Context: an optimization exercise on an open-source flow, tuned for small area. The choices shown serve that exercise and are no tape-out recipe.
Function was checked by simulation only, so behaviour that the tests miss may differ from the original.
The flow treats the clock pin as an ideal source, which a real chip does not have.
Power is estimated from default activity; no workload was simulated.

==> build 48 <==
==> flow/design.v <==
`timescale 1ns/1ps
module ride_fsm #(
  parameter int DEBOUNCE_CYCLES = 3,
  parameter int PERSIST_CYCLES  = 5,
  parameter int SHUTDOWN_TIMEOUT= 20
)(
  input  logic clk,
  input  logic rst_n,
  input  logic vibration_raw,
  input  logic queue_raw,
  input  logic brake_raw,
  input  logic restraint_raw,
  input  logic mask_vibration,
  input  logic mask_queue,
  input  logic mask_brake,
  input  logic mask_restraint,
  output logic [1:0] state,
  output logic alarm,
  output logic [2:0] fault_code
);
  localparam logic [3:0] DBINV = 4'b1111;
  localparam logic [3:0] R1INV = 4'b0000;
  logic [3:0] raw, db, r1, r2, dbq, r1q, r2q, nxt_db;
  assign raw = {queue_raw, vibration_raw, brake_raw, restraint_raw};
  assign db = dbq ^ DBINV;
  assign r1 = r1q ^ R1INV;
  assign r2 = r2q ^ R1INV;
  always_comb
    for (int i = 0; i < 4; i++)
      nxt_db[i] = (raw[i] & r1[i] & r2[i]) | (db[i] & (raw[i] | r1[i] | r2[i]));
  always_ff @(posedge clk or negedge rst_n) begin
    if (!rst_n) begin
      dbq <= 4'b1111;
      r1q <= 4'b0000;
    end else begin
      dbq <= nxt_db ^ DBINV;
      r1q <= raw ^ R1INV;
    end
  end
  always_ff @(posedge clk) r2q <= r1q;
  logic res, brk, vib, que, any_flag;
  assign res = db[0] & ~mask_restraint;
  assign brk = db[1] & ~mask_brake;
  assign vib = db[2] & ~mask_vibration;
  assign que = db[3] & ~mask_queue;
  assign any_flag = res | brk | vib | que;
  always_comb begin
    if (res)      fault_code = 3'd1;
    else if (brk) fault_code = 3'd2;
    else if (vib) fault_code = 3'd3;
    else if (que) fault_code = 3'd4;
    else          fault_code = 3'd0;
  end
  logic [1:0] cur_state, nxt_state;
  localparam logic [4:0] PINV = 5'b10101;
  logic [4:0] pc, pq, nxt_pc;
  assign pc = pq ^ PINV;
  logic p_ge5, p_ge20;
  assign p_ge5  = pc[1];
  assign p_ge20 = pc[3] & pc[2] & pc[0];
  localparam logic [4:0] PCLR = 5'b01100;
  assign nxt_pc = any_flag ? {pc[3:0], ~(pc[4] ^ pc[2])} : PCLR;
  always_ff @(posedge clk) pq <= nxt_pc ^ PINV;
  always_comb begin
    nxt_state = cur_state;
    case (cur_state)
      2'd0: if (any_flag) nxt_state = 2'd1;
      2'd1: begin
        if (res || brk)     nxt_state = 2'd2;
        else if (p_ge5)     nxt_state = 2'd2;
        else if (!any_flag) nxt_state = 2'd0;
      end
      2'd2: begin
        if (p_ge20 || res)  nxt_state = 2'd3;
        else if (!any_flag) nxt_state = 2'd1;
      end
      default: nxt_state = 2'd3;
    endcase
  end
  always_ff @(posedge clk or negedge rst_n)
    if (!rst_n) cur_state <= 2'd0;
    else        cur_state <= nxt_state;
  assign state = cur_state;
  assign alarm = (cur_state != 2'd0);
endmodule
==> flow/flow/run.sh <==
#!/bin/bash
# Own layout flow: the standard synthesis; its combinational logic
# re-mapped by ABC for area (registers kept, equivalence proved by Yosys);
# every combinational cell set to the smallest drive of its family; the standard flow's
# standard floorplan and placement with buf_1 as the port buffer cell; a clock
# tree of one clock buffer in place of TritonCTS; then the standard
# routing and finish. Each tool's output goes to a log of its own here.
set -euo pipefail
W=$(pwd)
R=$W/orfs/results/$FLOW_PLATFORM/ride_fsm/base
PB="BUFFER_PORTS_ARGS=-buffer_cell sky130_fd_sc_hd__buf_1"
bash standard.sh synth > synth.log 2>&1
bash flow/remap.sh $R > remap.log 2>&1
bash standard.sh synth > synth2.log 2>&1
openroad -no_init -exit flow/downsize.tcl > downsize.log 2>&1
touch "$R/1_synth.sdc"
bash standard.sh "$PB" place > place.log 2>&1
RDIR=$R CLKBUF=sky130_fd_sc_hd__buf_6 openroad -no_init -exit flow/mycts.tcl > cts.log 2>&1
bash standard.sh "$PB" finish > finish.log 2>&1
==> flow/flow/downsize.tcl <==
# Set each combinational cell of the synthesized netlist to the smallest-area
# cell of its family (same name up to the drive suffix).
set R [pwd]/orfs/results/$::env(FLOW_PLATFORM)/ride_fsm/base
read_db $R/1_synth.odb
set db [ord::get_db]
set dont {probe lpflow}
set n 0
foreach inst [[ord::get_db_block] getInsts] {
  set m [$inst getMaster]
  set name [$m getName]
  if {![regexp {^(sky130_fd_sc_hd__)([a-z0-9]+)_([0-9]+)$} $name -> pre base drv]} continue
  if {[string match "df*" $base] || [string match "sdf*" $base] || [string match "edf*" $base] || [string match "dl*" $base]} continue
  set best $m
  set barea [expr {[$m getWidth] * [$m getHeight]}]
  foreach d {0 1 2 3 4 6 8 12 16} {
    set alt [$db findMaster "${pre}${base}_$d"]
    if {$alt eq "NULL"} continue
    set a [expr {[$alt getWidth] * [$alt getHeight]}]
    if {$a < $barea} { set best $alt; set barea $a }
  }
  if {$best ne $m} {
    puts "[$inst getName]: $name -> [$best getName]"
    $inst swapMaster $best
    incr n
  }
}
puts "downsized $n cells"
write_db $R/1_synth.odb
==> flow/flow/mycts.tcl <==
# Clock tree of one buffer: all register clock pins on one clock buffer,
# placed at the centre of the registers, in place of TritonCTS.
set R $::env(RDIR)
read_db $R/3_place.odb
read_liberty $::env(FLOW_HOME)/platforms/$::env(FLOW_PLATFORM)/lib/sky130_fd_sc_hd__tt_025C_1v80.lib
read_sdc $R/3_place.sdc
source $::env(FLOW_HOME)/platforms/$::env(FLOW_PLATFORM)/setRC.tcl
set block [ord::get_db_block]
set clk [$block findNet clk]
set xs 0; set ys 0; set n 0
foreach it [$clk getITerms] {
  set bb [[$it getInst] getBBox]
  set xs [expr {$xs + ([$bb xMin]+[$bb xMax])/2}]
  set ys [expr {$ys + ([$bb yMin]+[$bb yMax])/2}]
  incr n
}
set dbu [$block getDbUnitsPerMicron]
set x [expr {double($xs)/$n/$dbu}]; set y [expr {double($ys)/$n/$dbu}]
puts "clock sinks $n, centre $x $y"
insert_buffer -buffer_cell $::env(CLKBUF) -net clk -location [list $x $y] -buffer_name clkbuf_0_clk -net_name clknet_0_clk
set bi NULL; foreach i [$block getInsts] { if {[string match clkbuf_0_clk* [$i getName]]} { set bi $i } }; foreach it [$bi getITerms] { set nn [$it getNet]; if {$nn ne "NULL"} { puts "[[$it getMTerm] getName] -> [$nn getName] ([llength [$nn getITerms]] iterms)"; $nn setSigType CLOCK } }

detailed_placement
check_placement -verbose
set_propagated_clock [all_clocks]
estimate_parasitics -placement
report_clock_skew
report_worst_slack -max
report_worst_slack -min
write_db $R/4_1_cts.odb
write_sdc -no_timestamp $R/4_cts.sdc
==> flow/flow/remap.sh <==
#!/bin/bash
# Re-map the combinational logic of the standard synthesis netlist with ABC,
# keeping every register cell (type and instance name) as it is. Each round
# re-maps the current netlist with each ABC script below and keeps the
# smallest result that Yosys proves equivalent to the standard netlist; it
# stops when a round finds nothing smaller. The result replaces the
# synthesis netlist.
set -uo pipefail
R=$1
W=$(pwd)
D=$W/remap
mkdir -p $D
LIB=$FLOW_HOME/platforms/$FLOW_PLATFORM/lib/sky130_fd_sc_hd__tt_025C_1v80.lib
DU=$(sed -n '/^export DONT_USE_CELLS/,/^$/p' $FLOW_HOME/platforms/$FLOW_PLATFORM/config.mk | grep -oE 'sky130_fd_sc_hd__[a-z0-9_]+' | sed 's/^/-dont_use /' | tr '\n' ' ')
SCRIPTS=(
"default"
"strash; &get -n; &fraig -x; &put; scorr; dc2; dretime; strash; &get -n; &dch -f; &nf {D}; &put"
"strash; ifraig; scorr; dc2; strash; dch -f; map -a"
"strash; &get -n; &dc2; &dch; &nf -a -E 5; &put"
"strash; dch -f; map -a; strash; dch -f; map -a; strash; dch -f; map -a"
"strash; &get -n; &dch -f; &nf -a -F 10 -A 10 -E 10; &put"
"strash; &get -n; &dc2; &dc2; &dch -f; &nf -a -R 10000; &put"
"strash; dc2; resub -K 8; dch -f; map -a"
"strash; &get -n; &dch -f; &nf -a; &put; strash; &get -n; &dch -f; &nf -a; &put"
"strash; dch; amap"
"strash; &get -n; &b; &dch -f; &nf -a -p; &put"
"strash; &get -n; &dch -f; &if -K 4 -a; &put; strash; dch -f; map -a"
"strash; &get -n; &if -K 6 -a; &mfs; &st; &dch -f; &nf -a; &put"
)
area() {
  yosys -p "read_liberty -ignore_miss_func $LIB; read_verilog $1; hierarchy -top $FLOW_TOP; tee -o $1.stat stat -liberty $LIB" > $1.stat.log 2>&1
  grep -E "Chip area for module" $1.stat | awk '{print $NF}'
}
equiv() {
  yosys -p "
read_liberty -ignore_miss_func $LIB
read_verilog $D/std.v; rename $FLOW_TOP gold
read_verilog $1; rename $FLOW_TOP gate
hierarchy -check
flatten gold gate
async2sync
rename -hide w:_*
opt_clean
equiv_make gold gate eq
hierarchy -top eq
equiv_simple -seq 2
equiv_induct
equiv_status -assert
" > $1.eq.log 2>&1
}
cp $R/1_2_yosys.v $D/std.v
cp $D/std.v $D/cur.v
cura=$(area $D/cur.v)
echo "standard: area $cura"
for r in 1 2 3 4 5 6; do
  besta=$cura; best=""
  for i in "${!SCRIPTS[@]}"; do
    s=${SCRIPTS[$i]}
    c=$D/r${r}_s$i.v
    if [[ $s == default ]]; then scr=""; else echo "$s" | tr ';' '\n' > $D/s$i.abc; scr="-script $D/s$i.abc"; fi
    yosys -p "
read_liberty -ignore_miss_func $LIB
read_verilog $D/cur.v
hierarchy -top $FLOW_TOP
setattr -mod -set keep_hierarchy 1 sky130_fd_sc_hd__df*
flatten
opt_clean
abc -liberty $LIB $DU $scr
opt_clean -purge
rename -hide w:*.*
blackbox sky130_fd_sc_hd__df*
write_verilog -noattr -noexpr -nohex -nodec $c
" > $c.log 2>&1 || continue
    a=$(area $c)
    [[ -n $a ]] || continue
    if awk -v a=$a -v b=$besta 'BEGIN{exit !(a<b)}'; then
      if equiv $c; then besta=$a; best=$c; else echo "round $r script $i: not proven equivalent"; fi
    fi
  done
  [[ -n $best ]] || break
  cp $best $D/cur.v; cura=$besta
  echo "round $r: $(basename $best) area $cura"
done
if ! cmp -s $D/cur.v $D/std.v; then
  equiv $D/cur.v || { echo "final netlist not proven equivalent; keeping the standard one"; exit 0; }
  cp $D/cur.v $R/1_2_yosys.v
  rm -f $R/1_synth.odb $R/1_synth.sdc
  echo "using the re-mapped netlist, area $cura"
fi
==> flow/standard.sh <==
#!/bin/bash
# synth_recipe.tcl (not shown) runs the flow's synth.tcl, then flattens the netlist and writes it again
# the make line also repeats each setting of config.mk as NAME=value (left out here)
make -C /OpenROAD-flow-scripts/flow DESIGN_CONFIG=/design/flow/config.mk WORK_HOME=/design/flow/orfs CLKGATE_MAP_FILE= SYNTH_SCRIPT=/design/flow/synth_recipe.tcl "${@:-finish}"
==> flow/config.mk <==
export PLATFORM = sky130hd
export DESIGN_NAME = ride_fsm
export DESIGN_NICKNAME = ride_fsm
export VERILOG_FILES = /design/flow/design.v
export SDC_FILE = /design/flow/constraint.sdc
export NUM_CORES = 4
export LEC_CHECK = 0
export CAP_MARGIN = 20
export CORE_AREA = 2.3 2.72 57.5 59.84
export DIE_AREA = 0 0 59.8 62.56
export SLEW_MARGIN = 20
==> flow/constraint.sdc <==
create_clock -name core_clock -period 5.0 [get_ports {clk}]
set_input_delay 1.0000 -clock core_clock [delete_from_list [all_inputs] [get_ports {clk}]]
set_output_delay 1.0000 -clock core_clock [all_outputs]
set_load 0.01 [all_outputs]
==> trial 55 (differences from build 48) <==
==> flow/design.v, changed modules only <==
module ride_fsm #(
  parameter int DEBOUNCE_CYCLES = 3,
  parameter int PERSIST_CYCLES  = 5,
  parameter int SHUTDOWN_TIMEOUT= 20
)(
  input  logic clk,
  input  logic rst_n,
  input  logic vibration_raw,
  input  logic queue_raw,
  input  logic brake_raw,
  input  logic restraint_raw,
  input  logic mask_vibration,
  input  logic mask_queue,
  input  logic mask_brake,
  input  logic mask_restraint,
  output logic [1:0] state,
  output logic alarm,
  output logic [2:0] fault_code
);
  logic [3:0] raw, db, ndb, r1, r2, nxt_ndb;
  assign raw = {queue_raw, vibration_raw, brake_raw, restraint_raw};
  always_comb
    for (int i = 0; i < 4; i++)
      nxt_ndb[i] = ~(raw[i] & r1[i] & r2[i]) & (ndb[i] | ~(raw[i] | r1[i] | r2[i]));
  always_ff @(posedge clk or negedge rst_n) begin
    if (!rst_n) begin
      ndb <= 4'b1111;
      r1 <= 4'b0;
    end else begin
      ndb <= nxt_ndb;
      r1 <= raw;
    end
  end
  always_ff @(posedge clk) r2 <= r1;
  assign db = ~ndb;
  logic res, brk, vib, que, any_flag;
  assign res = db[0] & ~mask_restraint;
  assign brk = db[1] & ~mask_brake;
  assign vib = db[2] & ~mask_vibration;
  assign que = db[3] & ~mask_queue;
  assign any_flag = res | brk | vib | que;
  always_comb begin
    if (res)      fault_code = 3'd1;
    else if (brk) fault_code = 3'd2;
    else if (vib) fault_code = 3'd3;
    else if (que) fault_code = 3'd4;
    else          fault_code = 3'd0;
  end
  logic [1:0] cur_state, nxt_state;
  logic [4:0] pc, pq, nxt_pc;
  localparam logic [4:0] PINV = 5'b01010;
  assign pc = pq ^ PINV;
  logic p_ge5, p_ge20;
  assign p_ge5  = pc[4];
  assign p_ge20 = pc[3] & ~pc[2] & ~pc[1] & ~pc[0];
  always_comb begin
    if (!any_flag)                 nxt_pc = 5'd0;
    else if (cur_state == 2'd0)    nxt_pc = 5'd1;
    else                           nxt_pc = {pc[3:0], ~(pc[4] ^ pc[1])};
  end
  always_ff @(posedge clk) pq <= nxt_pc ^ PINV;
  always_comb begin
    nxt_state = cur_state;
    case (cur_state)
      2'd0: if (any_flag) nxt_state = 2'd1;
      2'd1: begin
        if (res || brk)     nxt_state = 2'd2;
        else if (p_ge5)     nxt_state = 2'd2;
        else if (!any_flag) nxt_state = 2'd0;
      end
      2'd2: begin
        if (p_ge20 || res)  nxt_state = 2'd3;
        else if (!any_flag) nxt_state = 2'd1;
      end
      default: nxt_state = 2'd3;
    endcase
  end
  always_ff @(posedge clk or negedge rst_n)
    if (!rst_n) cur_state <= 2'd0;
    else        cur_state <= nxt_state;
  assign state = cur_state;
  assign alarm = (cur_state != 2'd0);
endmodule
--- a/flow/flow/run.sh
+++ b/flow/flow/run.sh
@@ -15,5 +15,5 @@
 openroad -no_init -exit flow/downsize.tcl > downsize.log 2>&1
 touch "$R/1_synth.sdc"
 bash standard.sh "$PB" place > place.log 2>&1
-RDIR=$R CLKBUF=sky130_fd_sc_hd__buf_6 openroad -no_init -exit flow/mycts.tcl > cts.log 2>&1
+RDIR=$R CLKBUF=sky130_fd_sc_hd__clkbuf_8 openroad -no_init -exit flow/mycts.tcl > cts.log 2>&1
 bash standard.sh "$PB" finish > finish.log 2>&1
==> build 39 (differences from build 48) <==
==> flow/design.v, changed modules only <==
module ride_fsm #(
  parameter int DEBOUNCE_CYCLES = 3,
  parameter int PERSIST_CYCLES  = 5,
  parameter int SHUTDOWN_TIMEOUT= 20
)(
  input  logic clk,
  input  logic rst_n,
  input  logic vibration_raw,
  input  logic queue_raw,
  input  logic brake_raw,
  input  logic restraint_raw,
  input  logic mask_vibration,
  input  logic mask_queue,
  input  logic mask_brake,
  input  logic mask_restraint,
  output logic [1:0] state,
  output logic alarm,
  output logic [2:0] fault_code
);
  logic [3:0] raw, db, r1, r2, nxt_db;
  assign raw = {queue_raw, vibration_raw, brake_raw, restraint_raw};
  always_comb
    for (int i = 0; i < 4; i++)
      nxt_db[i] = (raw[i] & r1[i] & r2[i]) | (db[i] & (raw[i] | r1[i] | r2[i]));
  always_ff @(posedge clk or negedge rst_n) begin
    if (!rst_n) begin
      db <= 4'b0;
      r1 <= 4'b0;
    end else begin
      db <= nxt_db;
      r1 <= raw;
    end
  end
  always_ff @(posedge clk) r2 <= r1;
  logic res, brk, vib, que, any_flag;
  assign res = db[0] & ~mask_restraint;
  assign brk = db[1] & ~mask_brake;
  assign vib = db[2] & ~mask_vibration;
  assign que = db[3] & ~mask_queue;
  assign any_flag = res | brk | vib | que;
  always_comb begin
    if (res)      fault_code = 3'd1;
    else if (brk) fault_code = 3'd2;
    else if (vib) fault_code = 3'd3;
    else if (que) fault_code = 3'd4;
    else          fault_code = 3'd0;
  end
  logic [1:0] cur_state, nxt_state;
  logic [4:0] pc;
  logic p_ge5, p_ge20;
  assign p_ge5  = pc[4];
  assign p_ge20 = pc[3] & ~pc[2] & ~pc[1] & ~pc[0];
  always_ff @(posedge clk) begin
    if (!any_flag)                 pc <= 5'd0;
    else if (cur_state == 2'd0)    pc <= 5'd1;
    else                           pc <= {pc[3:0], ~(pc[4] ^ pc[1])};
  end
  always_comb begin
    nxt_state = cur_state;
    case (cur_state)
      2'd0: if (any_flag) nxt_state = 2'd1;
      2'd1: begin
        if (res || brk)     nxt_state = 2'd2;
        else if (p_ge5)     nxt_state = 2'd2;
        else if (!any_flag) nxt_state = 2'd0;
      end
      2'd2: begin
        if (p_ge20 || res)  nxt_state = 2'd3;
        else if (!any_flag) nxt_state = 2'd1;
      end
      default: nxt_state = 2'd3;
    endcase
  end
  always_ff @(posedge clk or negedge rst_n)
    if (!rst_n) cur_state <= 2'd0;
    else        cur_state <= nxt_state;
  assign state = cur_state;
  assign alarm = (cur_state != 2'd0);
endmodule
==> flow/flow/run.sh (replaced) <==
#!/bin/bash
# Own layout flow: the standard synthesis; every combinational cell set to
# the smallest drive of its family; the standard floorplan and placement
# with buf_1 as the port buffer cell; a clock tree of one clock buffer in place
# of TritonCTS; then the standard routing and finish.
# Each tool's output goes to a log of its own in this folder.
set -euo pipefail
W=$(pwd)
R=$W/orfs/results/$FLOW_PLATFORM/ride_fsm/base
PB="BUFFER_PORTS_ARGS=-buffer_cell sky130_fd_sc_hd__buf_1"
bash standard.sh synth > synth.log 2>&1
openroad -no_init -exit flow/downsize.tcl > downsize.log 2>&1
touch "$R/1_synth.sdc"
bash standard.sh "$PB" place > place.log 2>&1
RDIR=$R CLKBUF=sky130_fd_sc_hd__clkbuf_8 openroad -no_init -exit flow/mycts.tcl > cts.log 2>&1
bash standard.sh "$PB" finish > finish.log 2>&1
removed: flow/flow/remap.sh
==> build 49 (differences from build 48) <==
--- a/flow/flow/run.sh
+++ b/flow/flow/run.sh
@@ -15,5 +15,5 @@
 openroad -no_init -exit flow/downsize.tcl > downsize.log 2>&1
 touch "$R/1_synth.sdc"
 bash standard.sh "$PB" place > place.log 2>&1
-RDIR=$R CLKBUF=sky130_fd_sc_hd__buf_6 openroad -no_init -exit flow/mycts.tcl > cts.log 2>&1
+RDIR=$R CLKBUF=sky130_fd_sc_hd__clkbuf_8 openroad -no_init -exit flow/mycts.tcl > cts.log 2>&1
 bash standard.sh "$PB" finish > finish.log 2>&1
==> qor summary <==
Run status: build 49 timing/DRC/antenna clean; trial 55 timing/DRC/antenna clean; build 39 timing/DRC/antenna clean; build 48 timing/DRC/antenna clean
Final clock-cell share: build 49 0.0188; trial 55 0.0186; build 39 0.0177; build 48 0.0154
Number of filler instances in the final layout: build 49 339; trial 55 351; build 39 349; build 48 340
Worst hold stages: build 49 0; trial 55 1; build 39 0; build 48 0
Fraction of met2 tracks used by global routing: build 49 0.105; trial 55 0.0924; build 39 0.101; build 48 0.105
Non-clock buffering overhead: build 49 0.0768; trial 55 0.0761; build 39 0.0725; build 48 0.0771
Combinational Power Share: build 49 0.147; trial 55 0.231; build 39 0.157; build 48 0.148
CP endpoint: build 49 fault_code[0]; trial 55 fault_code[1]; build 39 fault_code[2]; build 48 fault_code[0]
Net Switching: build 49 0.0749 mW; trial 55 0.106 mW; build 39 0.0737 mW; build 48 0.0750 mW
Highest metal used: build 49 met3; trial 55 met4; build 39 met4; build 48 met4
Met3 Track Usage GR: build 49 0.00828; trial 55 0.00621; build 39 0.00414; build 48 0.00828
Worst-path cell with the longest stage delay: build 49 sky130_fd_sc_hd__nor2_1; trial 55 sky130_fd_sc_hd__o22ai_1; build 39 sky130_fd_sc_hd__nor4_1; build 48 sky130_fd_sc_hd__nor2_1
Share of the final layout cell area in sequential cells: build 49 0.594; trial 55 0.589; build 39 0.554; build 48 0.596
Cell depth of the worst setup path: build 49 5; trial 55 4; build 39 4; build 48 5
Non-filler instance count after layout: build 49 107; trial 55 106; build 39 111; build 48 107
Post-Synthesis Mean Instance Area: build 49 10.9 µm²; trial 55 11.2 µm²; build 39 10.9 µm²; build 48 10.9 µm²

==> separate check: timing with driven ports <==
The results above use ideal ports. As a check the final layouts listed here were re-extracted and re-timed, cells and wires unchanged.
Step 1 sets driving cells, clkbuf_16 on the clock port and buf_2 on the other inputs (assumed; they add their load-dependent delay and slew).
Step 2 adds t to the input delays and takes it off the output delays; t is the mean of the earliest and latest rising clock arrival at the registers after step 1. Input paths then give back, and output paths get back, about the clock's delay inside the block.
Three values: no drivers, after step 1, after step 2; two values: the first two.
| run | shift t [ns] | slack for setup (ns) | hold WS [ns] | clock arrival spread, ns | pins driven straight from the clock port |
|---|---|---|---|---|---|
| build 48 | 0.162 | 2.245 / 2.226 / 2.226 | 0.410 / 0.410 / 0.410 | 0.001 / 0.000 | 1 |
| trial 55 | 0.183 | 2.330 / 2.307 / 2.307 | 0.391 / 0.391 / 0.391 | 0.002 / 0.002 | 1 |
| build 39 | 0.185 | 2.235 / 2.211 / 2.211 | 0.377 / 0.377 / 0.377 | 0.003 / 0.002 | 1 |
| build 49 | 0.182 | 2.247 / 2.228 / 2.228 | 0.408 / 0.408 / 0.408 | 0.001 / 0.000 | 1 |
After both steps every run listed still meets setup and hold. The setup slack of build 39, which loses most, moves by -0.024 ns with the drivers and by -0.024 ns with both steps.
